This is an optimization exercise on Yosys and OpenROAD, whose aim is small area and a short achievable clock period, not a production implementation. Function was checked by simulation only, so behaviour that the tests miss may differ from the original. Power figures rest on the tool's default switching activity, not on a simulated workload.

### flow/design.v
module ULA_FA (input a, input b, input c, output s, output co);
    assign s = a ^ b ^ c;
    assign co = (a & b) | (a & c) | (b & c);
endmodule
module BLOCK_ULA_OPS #(
    parameter DATA_WIDTH = 8,
    parameter ADDR_WIDTH = 12,
    parameter ULA_WIDTH = 24
    ) (
        input clk,
        input [(ADDR_WIDTH-1):0] MUX_REG1_IN,                    
        input [(DATA_WIDTH-1):0] REG1_IN,
        input [(DATA_WIDTH-1):0] MUX_REG2_IN_0,  
        input [(ADDR_WIDTH-1):0] MUX_REG2_IN_1,  
        input [(ADDR_WIDTH-1):0] MUX_REG2_IN_2,  
        input [(DATA_WIDTH-1):0] REG2_IN,
        output wire [(ULA_WIDTH-1):0] ULA_OUT,
        output reg REG_COMP_OUT,
        output reg REG_OVERFLOW_OUT,
        input [1:0] SEL_MUX1,
        input [1:0] SEL_MUX2,
        input CTRL_REG_OP1, CTRL_REG_OP2,
        input CTRL_REG_OVERFLOW, CTRL_REG_COMP,
        input [3:0] SEL_ULA
    );
reg [(DATA_WIDTH-1):0] REG1_OUT, REG2_OUT;
    always @ (posedge clk)  
    begin
        if(CTRL_REG_OP1)
            REG1_OUT <= REG1_IN;
    end
    always @ (posedge clk)  
    begin
        if(CTRL_REG_OP2)
            REG2_OUT <= REG2_IN;
    end
    wire ahi = (SEL_MUX1 == 2'b01);
    wire [11:0] a12 = (SEL_MUX1 == 2'b00) ? 12'h000 :
                      (SEL_MUX1 == 2'b01) ? 12'hFFF :
                      (SEL_MUX1 == 2'b10) ? MUX_REG1_IN :
                                            {4'h0, REG1_OUT};
    wire [11:0] b12 = (SEL_MUX2 == 2'b00) ? MUX_REG2_IN_2 :
                      (SEL_MUX2 == 2'b01) ? MUX_REG2_IN_1 :
                      (SEL_MUX2 == 2'b10) ? {4'h0, MUX_REG2_IN_0} :
                                            {4'h0, REG2_OUT};
    wire op_mul = (SEL_ULA == 4'd2);
    wire op_cmp = (SEL_ULA == 4'd9) || (SEL_ULA == 4'd10) || (SEL_ULA == 4'd11);
    wire op_brow = (SEL_ULA == 4'd0) || (SEL_ULA == 4'd1) || (SEL_ULA == 4'd6) ||
                   (SEL_ULA == 4'd7) || (SEL_ULA == 4'd8) || op_cmp;
    wire [11:0] am = ({12{op_mul}} & a12) | {11'h000, op_brow};
    reg [11:0] x;
    reg cin;
    always @* begin
        cin = 1'b0;
        case (SEL_ULA)
            4'd0, 4'd4:  x = a12;
            4'd1, 4'd12: begin x = ~a12; cin = (SEL_ULA == 4'd1); end
            4'd5:        x = b12;
            4'd6:        x = 12'hFFF;
            4'd7:        begin x = 12'h000; cin = 1'b1; end
            4'd8:        x = 12'hAAA;
            4'd9, 4'd10, 4'd11: begin x = ~a12; cin = 1'b1; end
            4'd13:       x = a12 & b12;
            4'd14:       x = a12 | b12;
            4'd15:       x = a12 ^ b12;
            default:     x = 12'h000;
        endcase
    end
    wire [11:0] ppn [0:11];
    genvar gi, gj;
    generate for (gi = 0; gi < 12; gi = gi + 1) begin : g_pp
        for (gj = 0; gj < 12; gj = gj + 1) begin : g_ppj
            if (gj == 1 && gi < 11)
                assign ppn[gi][gj] = ~((b12[gi] & am[gj]) | x[gi + 1]);
            else
                assign ppn[gi][gj] = ~(b12[gi] & am[gj]);
        end
    end endgenerate
    wire [11:0] xn = ~x;
    wire cinn = ~cin;
    wire tc_2, tc_4, tc_6, tc_8, tc_10, tc_12, tc_14, tc_16, tc_18, tc_20, tc_22, tc_24, tc_26, tc_28, tc_30, tc_32, tc_34, tc_36, tc_38, tc_40, tc_42, tc_44, tc_46, tc_48, tc_50, tc_52, tc_54, tc_56, tc_58, tc_60, tc_62, tc_64, tc_66, tc_68, tc_70, tc_72, tc_74, tc_76, tc_78, tc_80, tc_82, tc_84, tc_86, tc_88, tc_90, tc_92, tc_94, tc_96, tc_98, tc_100, tc_102, tc_104, tc_106, tc_108, tc_110, tc_112, tc_114, tc_116, tc_118, tc_120, tc_122, tc_124, tc_126, tc_128, tc_130, tc_132, tc_134, tc_136, tc_138, tc_140, tc_142, tc_144, tc_146, tc_148, tc_150, tc_152, tc_154, tc_156, tc_158, tc_160, tc_162, tc_164, tc_166, tc_168, tc_170, tc_172, tc_174, tc_176, tc_178, tc_180, tc_182, tc_184, tc_186, tc_188, tc_190, tc_192, tc_194, tc_196, tc_198, tc_200, tc_202, tc_204, tc_206, tc_208, tc_210, tc_212, tc_214, tc_216, tc_218, tc_220, tc_222, tc_224, ts_1, ts_3, ts_5, ts_7, ts_9, ts_11, ts_13, ts_15, ts_17, ts_19, ts_21, ts_23, ts_25, ts_27, ts_29, ts_31, ts_33, ts_35, ts_37, ts_39, ts_41, ts_43, ts_45, ts_47, ts_49, ts_51, ts_53, ts_55, ts_57, ts_59, ts_61, ts_63, ts_65, ts_67, ts_69, ts_71, ts_73, ts_75, ts_77, ts_79, ts_81, ts_83, ts_85, ts_87, ts_89, ts_91, ts_93, ts_95, ts_97, ts_99, ts_101, ts_103, ts_105, ts_107, ts_109, ts_111, ts_113, ts_115, ts_117, ts_119, ts_121, ts_123, ts_125, ts_127, ts_129, ts_131, ts_133, ts_135, ts_137, ts_139, ts_141, ts_143, ts_145, ts_147, ts_149, ts_151, ts_153, ts_155, ts_157, ts_159, ts_161, ts_163, ts_165, ts_167, ts_169, ts_171, ts_173, ts_175, ts_177, ts_179, ts_181, ts_183, ts_185, ts_187, ts_189, ts_191, ts_193, ts_195, ts_197, ts_199, ts_201, ts_203, ts_205, ts_207, ts_209, ts_211, ts_213, ts_215, ts_217, ts_219, ts_221, ts_223;
    ULA_FA fa0 (.a(ppn[0][10]), .b(ppn[1][9]), .c(ppn[2][8]), .s(ts_3), .co(tc_4));
    ULA_FA fa1 (.a(ppn[0][11]), .b(ppn[1][10]), .c(ppn[2][9]), .s(ts_7), .co(tc_8));
    ULA_FA fa2 (.a(ppn[3][8]), .b(ppn[4][7]), .c(ppn[5][6]), .s(ts_9), .co(tc_10));
    ULA_FA fa3 (.a(ppn[1][11]), .b(ppn[2][10]), .c(ppn[3][9]), .s(ts_13), .co(tc_14));
    ULA_FA fa4 (.a(ppn[4][8]), .b(ppn[5][7]), .c(ppn[6][6]), .s(ts_15), .co(tc_16));
    ULA_FA fa5 (.a(ppn[2][11]), .b(ppn[3][10]), .c(ppn[4][9]), .s(ts_19), .co(tc_20));
    ULA_FA fa6 (.a(ppn[5][8]), .b(ppn[6][7]), .c(ppn[7][6]), .s(ts_21), .co(tc_22));
    ULA_FA fa7 (.a(ppn[3][11]), .b(ppn[4][10]), .c(ppn[5][9]), .s(ts_23), .co(tc_24));
    ULA_FA fa8 (.a(ppn[0][7]), .b(ppn[1][6]), .c(ppn[2][5]), .s(ts_27), .co(tc_28));
    ULA_FA fa9 (.a(ppn[0][8]), .b(ppn[1][7]), .c(ppn[2][6]), .s(ts_31), .co(tc_32));
    ULA_FA fa10 (.a(ppn[3][5]), .b(ppn[4][4]), .c(ppn[5][3]), .s(ts_33), .co(tc_34));
    ULA_FA fa11 (.a(ts_1), .b(ppn[2][7]), .c(ppn[3][6]), .s(ts_37), .co(tc_38));
    ULA_FA fa12 (.a(ppn[4][5]), .b(ppn[5][4]), .c(ppn[6][3]), .s(ts_39), .co(tc_40));
    ULA_FA fa13 (.a(ppn[7][2]), .b(ppn[8][1]), .c(ppn[9][0]), .s(ts_41), .co(tc_42));
    ULA_FA fa14 (.a(tc_2), .b(ts_3), .c(ts_5), .s(ts_43), .co(tc_44));
    ULA_FA fa15 (.a(ppn[5][5]), .b(ppn[6][4]), .c(ppn[7][3]), .s(ts_45), .co(tc_46));
    ULA_FA fa16 (.a(ppn[8][2]), .b(ppn[9][1]), .c(ppn[10][0]), .s(ts_47), .co(tc_48));
    ULA_FA fa17 (.a(tc_4), .b(tc_6), .c(ts_7), .s(ts_49), .co(tc_50));
    ULA_FA fa18 (.a(ts_9), .b(ts_11), .c(ppn[8][3]), .s(ts_51), .co(tc_52));
    ULA_FA fa19 (.a(ppn[9][2]), .b(ppn[10][1]), .c(ppn[11][0]), .s(ts_53), .co(tc_54));
    ULA_FA fa20 (.a(tc_8), .b(tc_10), .c(tc_12), .s(ts_55), .co(tc_56));
    ULA_FA fa21 (.a(ts_13), .b(ts_15), .c(ts_17), .s(ts_57), .co(tc_58));
    ULA_FA fa22 (.a(ppn[9][3]), .b(ppn[10][2]), .c(ppn[11][1]), .s(ts_59), .co(tc_60));
    ULA_FA fa23 (.a(tc_14), .b(tc_16), .c(tc_18), .s(ts_61), .co(tc_62));
    ULA_FA fa24 (.a(ts_19), .b(ts_21), .c(ppn[8][5]), .s(ts_63), .co(tc_64));
    ULA_FA fa25 (.a(ppn[9][4]), .b(ppn[10][3]), .c(ppn[11][2]), .s(ts_65), .co(tc_66));
    ULA_FA fa26 (.a(tc_20), .b(tc_22), .c(ts_23), .s(ts_67), .co(tc_68));
    ULA_FA fa27 (.a(ppn[6][8]), .b(ppn[7][7]), .c(ppn[8][6]), .s(ts_69), .co(tc_70));
    ULA_FA fa28 (.a(ppn[9][5]), .b(ppn[10][4]), .c(ppn[11][3]), .s(ts_71), .co(tc_72));
    ULA_FA fa29 (.a(tc_24), .b(ppn[4][11]), .c(ppn[5][10]), .s(ts_73), .co(tc_74));
    ULA_FA fa30 (.a(ppn[6][9]), .b(ppn[7][8]), .c(ppn[8][7]), .s(ts_75), .co(tc_76));
    ULA_FA fa31 (.a(ppn[9][6]), .b(ppn[10][5]), .c(ppn[11][4]), .s(ts_77), .co(tc_78));
    ULA_FA fa32 (.a(ppn[5][11]), .b(ppn[6][10]), .c(ppn[7][9]), .s(ts_79), .co(tc_80));
    ULA_FA fa33 (.a(ppn[8][8]), .b(ppn[9][7]), .c(ppn[10][6]), .s(ts_81), .co(tc_82));
    ULA_FA fa34 (.a(ppn[6][11]), .b(ppn[7][10]), .c(ppn[8][9]), .s(ts_83), .co(tc_84));
    ULA_FA fa35 (.a(ppn[0][5]), .b(ppn[1][4]), .c(ppn[2][3]), .s(ts_87), .co(tc_88));
    ULA_FA fa36 (.a(ts_25), .b(ppn[2][4]), .c(ppn[3][3]), .s(ts_91), .co(tc_92));
    ULA_FA fa37 (.a(ppn[4][2]), .b(ppn[5][1]), .c(ppn[6][0]), .s(ts_93), .co(tc_94));
    ULA_FA fa38 (.a(tc_26), .b(ts_27), .c(ts_29), .s(ts_95), .co(tc_96));
    ULA_FA fa39 (.a(ppn[5][2]), .b(ppn[6][1]), .c(ppn[7][0]), .s(ts_97), .co(tc_98));
    ULA_FA fa40 (.a(tc_28), .b(tc_30), .c(ts_31), .s(ts_99), .co(tc_100));
    ULA_FA fa41 (.a(ts_33), .b(ts_35), .c(ppn[8][0]), .s(ts_101), .co(tc_102));
    ULA_FA fa42 (.a(tc_32), .b(tc_34), .c(tc_36), .s(ts_103), .co(tc_104));
    ULA_FA fa43 (.a(ts_37), .b(ts_39), .c(ts_41), .s(ts_105), .co(tc_106));
    ULA_FA fa44 (.a(tc_38), .b(tc_40), .c(tc_42), .s(ts_107), .co(tc_108));
    ULA_FA fa45 (.a(ts_43), .b(ts_45), .c(ts_47), .s(ts_109), .co(tc_110));
    ULA_FA fa46 (.a(tc_44), .b(tc_46), .c(tc_48), .s(ts_111), .co(tc_112));
    ULA_FA fa47 (.a(ts_49), .b(ts_51), .c(ts_53), .s(ts_113), .co(tc_114));
    ULA_FA fa48 (.a(tc_50), .b(tc_52), .c(tc_54), .s(ts_115), .co(tc_116));
    ULA_FA fa49 (.a(ts_55), .b(ts_57), .c(ts_59), .s(ts_117), .co(tc_118));
    ULA_FA fa50 (.a(tc_56), .b(tc_58), .c(tc_60), .s(ts_119), .co(tc_120));
    ULA_FA fa51 (.a(ts_61), .b(ts_63), .c(ts_65), .s(ts_121), .co(tc_122));
    ULA_FA fa52 (.a(tc_62), .b(tc_64), .c(tc_66), .s(ts_123), .co(tc_124));
    ULA_FA fa53 (.a(ts_67), .b(ts_69), .c(ts_71), .s(ts_125), .co(tc_126));
    ULA_FA fa54 (.a(tc_68), .b(tc_70), .c(tc_72), .s(ts_127), .co(tc_128));
    ULA_FA fa55 (.a(ts_73), .b(ts_75), .c(ts_77), .s(ts_129), .co(tc_130));
    ULA_FA fa56 (.a(tc_74), .b(tc_76), .c(tc_78), .s(ts_131), .co(tc_132));
    ULA_FA fa57 (.a(ts_79), .b(ts_81), .c(ppn[11][5]), .s(ts_133), .co(tc_134));
    ULA_FA fa58 (.a(tc_80), .b(tc_82), .c(ts_83), .s(ts_135), .co(tc_136));
    ULA_FA fa59 (.a(ppn[9][8]), .b(ppn[10][7]), .c(ppn[11][6]), .s(ts_137), .co(tc_138));
    ULA_FA fa60 (.a(tc_84), .b(ppn[7][11]), .c(ppn[8][10]), .s(ts_139), .co(tc_140));
    ULA_FA fa61 (.a(ppn[9][9]), .b(ppn[10][8]), .c(ppn[11][7]), .s(ts_141), .co(tc_142));
    ULA_FA fa62 (.a(ppn[8][11]), .b(ppn[9][10]), .c(ppn[10][9]), .s(ts_143), .co(tc_144));
    ULA_FA fa63 (.a(ts_85), .b(ppn[2][2]), .c(ppn[3][1]), .s(ts_147), .co(tc_148));
    ULA_FA fa64 (.a(tc_86), .b(ts_87), .c(ts_89), .s(ts_149), .co(tc_150));
    ULA_FA fa65 (.a(tc_88), .b(tc_90), .c(ts_91), .s(ts_151), .co(tc_152));
    ULA_FA fa66 (.a(tc_92), .b(tc_94), .c(ts_95), .s(ts_153), .co(tc_154));
    ULA_FA fa67 (.a(tc_96), .b(tc_98), .c(ts_99), .s(ts_155), .co(tc_156));
    ULA_FA fa68 (.a(tc_100), .b(tc_102), .c(ts_103), .s(ts_157), .co(tc_158));
    ULA_FA fa69 (.a(tc_104), .b(tc_106), .c(ts_107), .s(ts_159), .co(tc_160));
    ULA_FA fa70 (.a(tc_108), .b(tc_110), .c(ts_111), .s(ts_161), .co(tc_162));
    ULA_FA fa71 (.a(tc_112), .b(tc_114), .c(ts_115), .s(ts_163), .co(tc_164));
    ULA_FA fa72 (.a(tc_116), .b(tc_118), .c(ts_119), .s(ts_165), .co(tc_166));
    ULA_FA fa73 (.a(tc_120), .b(tc_122), .c(ts_123), .s(ts_167), .co(tc_168));
    ULA_FA fa74 (.a(tc_124), .b(tc_126), .c(ts_127), .s(ts_169), .co(tc_170));
    ULA_FA fa75 (.a(tc_128), .b(tc_130), .c(ts_131), .s(ts_171), .co(tc_172));
    ULA_FA fa76 (.a(tc_132), .b(tc_134), .c(ts_135), .s(ts_173), .co(tc_174));
    ULA_FA fa77 (.a(tc_136), .b(tc_138), .c(ts_139), .s(ts_175), .co(tc_176));
    ULA_FA fa78 (.a(tc_140), .b(tc_142), .c(ts_143), .s(ts_177), .co(tc_178));
    ULA_FA fa79 (.a(tc_144), .b(ppn[9][11]), .c(ppn[10][10]), .s(ts_179), .co(tc_180));
    ULA_FA fa80 (.a(ppn[0][2]), .b(ppn[1][1]), .c(ppn[2][0]), .s(ts_185), .co(tc_186));
    ULA_FA fa81 (.a(ts_145), .b(ppn[2][1]), .c(ppn[3][0]), .s(ts_187), .co(tc_188));
    ULA_FA fa82 (.a(tc_146), .b(ts_147), .c(ppn[4][0]), .s(ts_189), .co(tc_190));
    ULA_FA fa83 (.a(tc_148), .b(ts_149), .c(ppn[5][0]), .s(ts_191), .co(tc_192));
    ULA_FA fa84 (.a(tc_150), .b(ts_151), .c(ts_93), .s(ts_193), .co(tc_194));
    ULA_FA fa85 (.a(tc_152), .b(ts_153), .c(ts_97), .s(ts_195), .co(tc_196));
    ULA_FA fa86 (.a(tc_154), .b(ts_155), .c(ts_101), .s(ts_197), .co(tc_198));
    ULA_FA fa87 (.a(tc_156), .b(ts_157), .c(ts_105), .s(ts_199), .co(tc_200));
    ULA_FA fa88 (.a(tc_158), .b(ts_159), .c(ts_109), .s(ts_201), .co(tc_202));
    ULA_FA fa89 (.a(tc_160), .b(ts_161), .c(ts_113), .s(ts_203), .co(tc_204));
    ULA_FA fa90 (.a(tc_162), .b(ts_163), .c(ts_117), .s(ts_205), .co(tc_206));
    ULA_FA fa91 (.a(tc_164), .b(ts_165), .c(ts_121), .s(ts_207), .co(tc_208));
    ULA_FA fa92 (.a(tc_166), .b(ts_167), .c(ts_125), .s(ts_209), .co(tc_210));
    ULA_FA fa93 (.a(tc_168), .b(ts_169), .c(ts_129), .s(ts_211), .co(tc_212));
    ULA_FA fa94 (.a(tc_170), .b(ts_171), .c(ts_133), .s(ts_213), .co(tc_214));
    ULA_FA fa95 (.a(tc_172), .b(ts_173), .c(ts_137), .s(ts_215), .co(tc_216));
    ULA_FA fa96 (.a(tc_174), .b(ts_175), .c(ts_141), .s(ts_217), .co(tc_218));
    ULA_FA fa97 (.a(tc_176), .b(ts_177), .c(ppn[11][8]), .s(ts_219), .co(tc_220));
    ULA_FA fa98 (.a(tc_178), .b(ts_179), .c(ppn[11][9]), .s(ts_221), .co(tc_222));
    ULA_FA fa99 (.a(tc_180), .b(ppn[10][11]), .c(ppn[11][10]), .s(ts_223), .co(tc_224));
    assign ts_1 = ~(ppn[0][9] ^ ppn[1][8]);
    assign tc_2 = ppn[0][9] | ppn[1][8];
    assign ts_5 = ~(ppn[3][7] ^ ppn[4][6]);
    assign tc_6 = ppn[3][7] | ppn[4][6];
    assign ts_11 = ~(ppn[6][5] ^ ppn[7][4]);
    assign tc_12 = ppn[6][5] | ppn[7][4];
    assign ts_17 = ~(ppn[7][5] ^ ppn[8][4]);
    assign tc_18 = ppn[7][5] | ppn[8][4];
    assign ts_25 = ~(ppn[0][6] ^ ppn[1][5]);
    assign tc_26 = ppn[0][6] | ppn[1][5];
    assign ts_29 = ~(ppn[3][4] ^ ppn[4][3]);
    assign tc_30 = ppn[3][4] | ppn[4][3];
    assign ts_35 = ~(ppn[6][2] ^ ppn[7][1]);
    assign tc_36 = ppn[6][2] | ppn[7][1];
    assign ts_85 = ~(ppn[0][4] ^ ppn[1][3]);
    assign tc_86 = ppn[0][4] | ppn[1][3];
    assign ts_89 = ~(ppn[3][2] ^ ppn[4][1]);
    assign tc_90 = ppn[3][2] | ppn[4][1];
    assign ts_145 = ~(ppn[0][3] ^ ppn[1][2]);
    assign tc_146 = ppn[0][3] | ppn[1][2];
    assign ts_181 = ~(ppn[0][0] ^ xn[0]);
    assign tc_182 = ppn[0][0] | xn[0];
    assign ts_183 = ~(ppn[0][1] ^ ppn[1][0]);
    assign tc_184 = ppn[0][1] | ppn[1][0];
    wire [23:0] row1 = {1'b1, tc_224, tc_222, tc_220, tc_218, tc_216, tc_214, tc_212, tc_210, tc_208, tc_206, tc_204, tc_202, tc_200, tc_198, tc_196, tc_194, tc_192, tc_190, tc_188, tc_186, tc_184, tc_182, ts_181};
    wire [23:0] row2 = {1'b1, ppn[11][11], ts_223, ts_221, ts_219, ts_217, ts_215, ts_213, ts_211, ts_209, ts_207, ts_205, ts_203, ts_201, ts_199, ts_197, ts_195, ts_193, ts_191, ts_189, ts_187, ts_185, ts_183, cinn};
    wire [23:0] res = ~(row1 + row2 + 24'd1);
    wire hf = ((SEL_ULA == 4'd0) || (SEL_ULA == 4'd4) || (SEL_ULA == 4'd14) || (SEL_ULA == 4'd15)) ? ahi :
              ((SEL_ULA == 4'd1) || (SEL_ULA == 4'd12)) ? ~ahi :
              (SEL_ULA == 4'd6);
    wire ha = (SEL_ULA == 4'd8);
    wire mneg = op_mul & ahi;
    wire keep = ~hf & ~op_cmp & ~mneg;
    wire bnz = |b12;
    wire [11:0] hi = ({12{keep}} & res[23:12]) | {12{hf & ~res[12]}} |
                     ({12{ha}} & 12'hAAA) | {12{mneg & bnz}};
    wire [11:0] lo = res[11:0] & {12{~op_cmp}};
    assign ULA_OUT = {hi, lo};
    wire zl = ~|res[11:0];
    wire c12 = res[12];
    wire comp = (SEL_ULA == 4'd9)  ? (~ahi & zl) :
                (SEL_ULA == 4'd10) ? (ahi | ~c12) :
                (SEL_ULA == 4'd11) ? (~ahi & c12 & ~zl) :
                1'b0;
    wire ovf = ((SEL_ULA == 4'd0) || (SEL_ULA == 4'd2)) && (|ULA_OUT[23:8]);
    always @ (posedge clk)   
    begin
        if(CTRL_REG_COMP)
            REG_COMP_OUT <= comp;
    end
    always @ (posedge clk)  
    begin
        if(CTRL_REG_OVERFLOW)
            REG_OVERFLOW_OUT <= ovf;
    end
endmodule
### flow/run.sh
#!/bin/bash
# synth_recipe.tcl (not shown) runs the flow's synth.tcl, then flattens the netlist and writes it again
# the make line also repeats each setting of config.mk as NAME=value (left out here)
make -C /OpenROAD-flow-scripts/flow DESIGN_CONFIG=/design/flow/config.mk WORK_HOME=/design/flow/orfs CLKGATE_MAP_FILE= SYNTH_SCRIPT=/design/flow/synth_recipe.tcl finish
### flow/constraint.sdc
create_clock -name core_clock -period 11.0 [get_ports {clk}]
set_input_delay 2.2000 -clock core_clock [delete_from_list [all_inputs] [get_ports {clk}]]
set_output_delay 2.2000 -clock core_clock [all_outputs]
set_load 0.01 [all_outputs]
### flow/config.mk
export PLATFORM = sky130hd
export DESIGN_NAME = BLOCK_ULA_OPS
export DESIGN_NICKNAME = BLOCK_ULA_OPS
export VERILOG_FILES = /design/flow/design.v
export SDC_FILE = /design/flow/constraint.sdc
export NUM_CORES = 4
export LEC_CHECK = 0
export CAP_MARGIN = 20
export CORE_MARGIN = 2
export CORE_UTILIZATION = 40
export SLEW_MARGIN = 20
export SYNTH_HIERARCHICAL = 1
==> metrics.yaml <==
status: "complete, no violations"
antenna_cells: 0
syn_inst: 783
viasPerCell: 5.714
overflow: 0
drc_errors: 0
yosysTopAreaCell: "fa_1"
routed_wl_mm: 21.46
power_density_nw_per_um2: 94.66
clk_pin_slew_ps: 70
p_seq_share_pct: 10.5
htreeDepth: 1
fillers: 1561
period_share_pct: 97.48
pwr-share-clk_pct: 10.7
drv_slew: 0
syn_avg_cell_area_um2: 8.468
p_switching_uw: 373.7
synth_area_um2: 6630
synth_edf_count: 18
rrSetupSlack_ps: 4270
cts_root_buf: "clkbuf_16"
grt_pass1_wl_mm: 34.33
period_minus_slack_ps: 10720
rows: 47
hpwl_mm: 17.50
ys_types: 70
dp_slack_ps: 62.94
start_util_pct: 40.41
drt_iter0_markers: 595
slowest_stage: "clkdlybuf4s50_1"
dr.pass1.iters: 5
synthMuxAreaShare_pct: 4.642
yosys_warnings: 7
fin_skew_ps: 9.423
max-slew-margin-rel_pct: 44.49
synth_top_family_by_area: "adder cells"
cp-start-kind: "primary input"
grt_pass1_vias: 6521
critPathMaxFanout: 8
fin_ws_ps: 277.0
max_cap_viol_count: 0
grt_max_degree: 32
postLayoutCellArea_um2: 8305
die_x_um: 132.7
port_buffers: 98
max_stage_delay_ps: 610
clk_path_buf_depth: 2
drive_gt1_share_pct: 11.40
track_usage_pct: 24.74
antenna_found_initial: 1
cts_tree: "built"
cts_made_buffers: 3
switching_share_pct: 47.54
synth_fp_nets: 1014
path_cells: "clkdlybuf4s50_1, nor2b_1, a21oi_1, ha_1, mux2i_1, o22ai_1, a221o_1, a221oi_2, fa_1, fa_1, fa_1, fa_1, ha_1, buf_4, a31oi_2, nor3b_1, a21oi_2, a31oi_1, o21ai_1, xor2_1, o21ai_0, clkdlybuf4s50_1"
p_int_uw: 412.5
clock_latency_ps: 270
synth-seq-cells: 18
p_leak_uw: 0.002654
synth_top_area_share_pct: 30.50
dieHeight_um: 132.7
nets: 1127
synth_area_leaders: "fa_1 (30%), ha_1 (11%), nand2_1 (9.4%), edfxtp_1 (8.2%), nor2_1 (3.5%)"
path_buf_inv: 3
synth_compound_area_share_pct: 17.32
synthSimpleGateAreaFrac_pct: 20.42
fp.coreArea_um2: 16410
ir_drop_mv: 0.1007
placed_cell_area_um2: 8133
area.growth.synth_to_final_pct: 25.27
utilization_pct: 50.62
synth_flop_cell: "edfxtp_1"
worstHoldPathType: "reg -> reg"
hold_viol_final: 0
worstPathRequired_ps: 8800
crit_family: "adder cells"
ys_seq_area_share_pct: 8.152
dp.cells: 1110
antenna_left: 0
ys_async_sr_fraction_pct: 0
stdcell_count: 1115
gp_congestion: 0.9223
num_io_pins: 99
cpMostUsedCell: "fa_1"
fmax_mhz: 93.26
die_area_um2: 17620
tightest_slew_ps: 821.4
route.detailed.wl_per_inst_um: 19.25
synth_xor_area_share_pct: 2.510
synth_fa_ha_area_share_pct: 41.25
worstPathArrival_ps: 8520
clock-sinks: 18
num_vias: 6371
setup_viol: 0
p_comb_share_pct: 78.8
critPathKind: "in -> out"
endpoint_kind: "output port"
-- worst min-delay path: cells and delay by family (launching register included) --
kind / cells / cell delay (ps)
AOI/OAI and AO/OA: 4 / 760
DFF: 1 / 330
and+or+nand+nor: 2 / 220
muxes: 1 / 420
-- cells by family after synthesis --
logic type               count (synthesis)
multiplexers                            20
buffers and inverters                   98
XOR/XNOR                                19
adder cells (fa/ha/maj)                158
AND/OR/NAND/NOR                        305
AO/OA/AOI/OAI                          165
flip-flops                              18
-- timing repair --
item,CTS,global route
hold buffers,0,0
buffers inserted,0,1
gates resized for setup,0,22
endpoints found under the setup margin,0,12
endpoints found under the hold margin,0,0
-- flip-flops by register name, indices dropped and copies added (netlist names) --
signal,cells
REG_OVERFLOW_OUT,1
REG2_OUT,8
REG_COMP_OUT,1
REG1_OUT,8
-- final cells by class --
| type | instances | area (um^2) | share of cell area [%] |
|---|---|---|---|
| Sequential cell | 18 | 540.5 | 6.508 |
| Clock buffer | 3 | 75.07 | 0.9039 |
| Tap cell | 220 | 275.3 | 3.314 |
| Inverter | 48 | 181.4 | 2.184 |
| Clock inverter | 1 | 3.754 | 0.04519 |
| Multi-Input combinational cell | 667 | 5798 | 69.81 |
| Timing Repair Buffer | 158 | 1431 | 17.23 |
-- Yosys stat by module, one instance, submodules excluded --
module | times used | cells
BLOCK_ULA_OPS | 1 | 683
ULA_FA | 100 | 1
-- per-layer routing --
| layer | part of all wire, % | GRT usage, % | vias up |
|---|---|---|---|
| met2 | 48 | 41.31 | 261 |
| met4 | 3.2 | 8.065 | 2 |
| met1 | 43 | 33.77 | 3154 |
| li1 | - | - | 2923 |
| met5 | 0.047 | 0 | - |
| met3 | 6.3 | 2.605 | 31 |
-- Yosys cell counts, drive strengths merged (4+ instances only) --
| library cell | count |
|---|---|
| a21o | 5 |
| a21oi | 42 |
| a22o | 8 |
| a22oi | 17 |
| a31oi | 4 |
| and2 | 7 |
| buf | 6 |
| clkbuf | 44 |
| edfxtp | 18 |
| fa | 101 |
| ha | 57 |
| inv | 47 |
| mux2i | 12 |
| mux4 | 8 |
| nand2 | 166 |
| nand2b | 17 |
| nand3 | 8 |
| nor2 | 61 |
| nor2b | 12 |
| nor3 | 18 |
| o2111a | 4 |
| o211ai | 9 |
| o21a | 4 |
| o21ai | 27 |
| o22ai | 4 |
| o31ai | 4 |
| xnor2 | 14 |
| xor2 | 5 |
-- per-stage QoR --
| stage | hold WS (ps) | setup TNS (ps) | total power, uW |
|---|---|---|---|
| floorplan | 1393 | 0 | 436.5 |
| global placement | 1869 | 0 | 678.9 |
| detailed placement | 1860 | 0 | 688.4 |
| CTS | 1883 | 0 | 774.3 |
| global route | 1974 | -20.11 | 842.0 |
| finish | 1892 | 0 | 786.2 |
-- final timing paths --
path	start	end	depth (start not counted)
worst min register to register	REG2_OUT[6]	REG_OVERFLOW_OUT	7
worst max-delay path	SEL_MUX1[0]	ULA_OUT[22]	22
worst min-delay path	REG2_OUT[6]	REG_OVERFLOW_OUT	7
worst max register to register	REG2_OUT[5]	REG_OVERFLOW_OUT	20
-- power by group through the flow --
stage / Clock [uW] / Sequential (uW) / Combinational [uW]
5_1_grt: 89.3 / 82.9 / 670
6_report: 84.1 / 82.4 / 620
3_5_place_dp: 0 / 84.0 / 604
2_1_floorplan: 0 / 84.0 / 353
4_1_cts: 85.4 / 82.5 / 606
3_3_place_gp: 0 / 83.9 / 595
-- cells in the final DEF, fill, tap and decap left out, types with 9 or more instances in the layout --
master           Yosys  layout
ha_1                57      55
mux2i_1             12      11
nor2_1              61      55
buf_4                0      60
xnor2_1             14      14
nor3_1              18      18
o211ai_1             9       9
nand2_1            166     165
a21oi_1             42      37
nor2b_1             12      12
inv_1               44      44
clkdlybuf4s50_1      0      98
o21ai_0             19      19
a22oi_1             17      17
fa_1               101     101
nand2b_1            17      17
edfxtp_1            18      18

==> static timing again, ports no longer ideal <==
In the flow no input, the clock included, has a driving cell. The finished layout below was timed again as built, in two steps.
Step 1 sets driving cells, clkbuf_16 on the clock port and buf_2 on the other inputs (assumed; they add their load-dependent delay and slew).
Step 2, shift: input delay + t, output delay - t, t = (earliest + latest rising clock arrival at the registers) / 2. This alone moves slack from input paths to output paths.
Slacks: no drivers / after step 1 / after step 2; pairs: no drivers / after step 1.
shift t [ns]: 0.301
slack for setup (ns): 0.277 / 0.253 / 0.254
latest minus earliest clock arrival (ns): 0.011 / 0.011
pins driven straight from the clock port: 1
After both steps this run still meets setup and hold. The setup slack of this run moves by -0.024 ns with the drivers and by -0.023 ns with both steps.
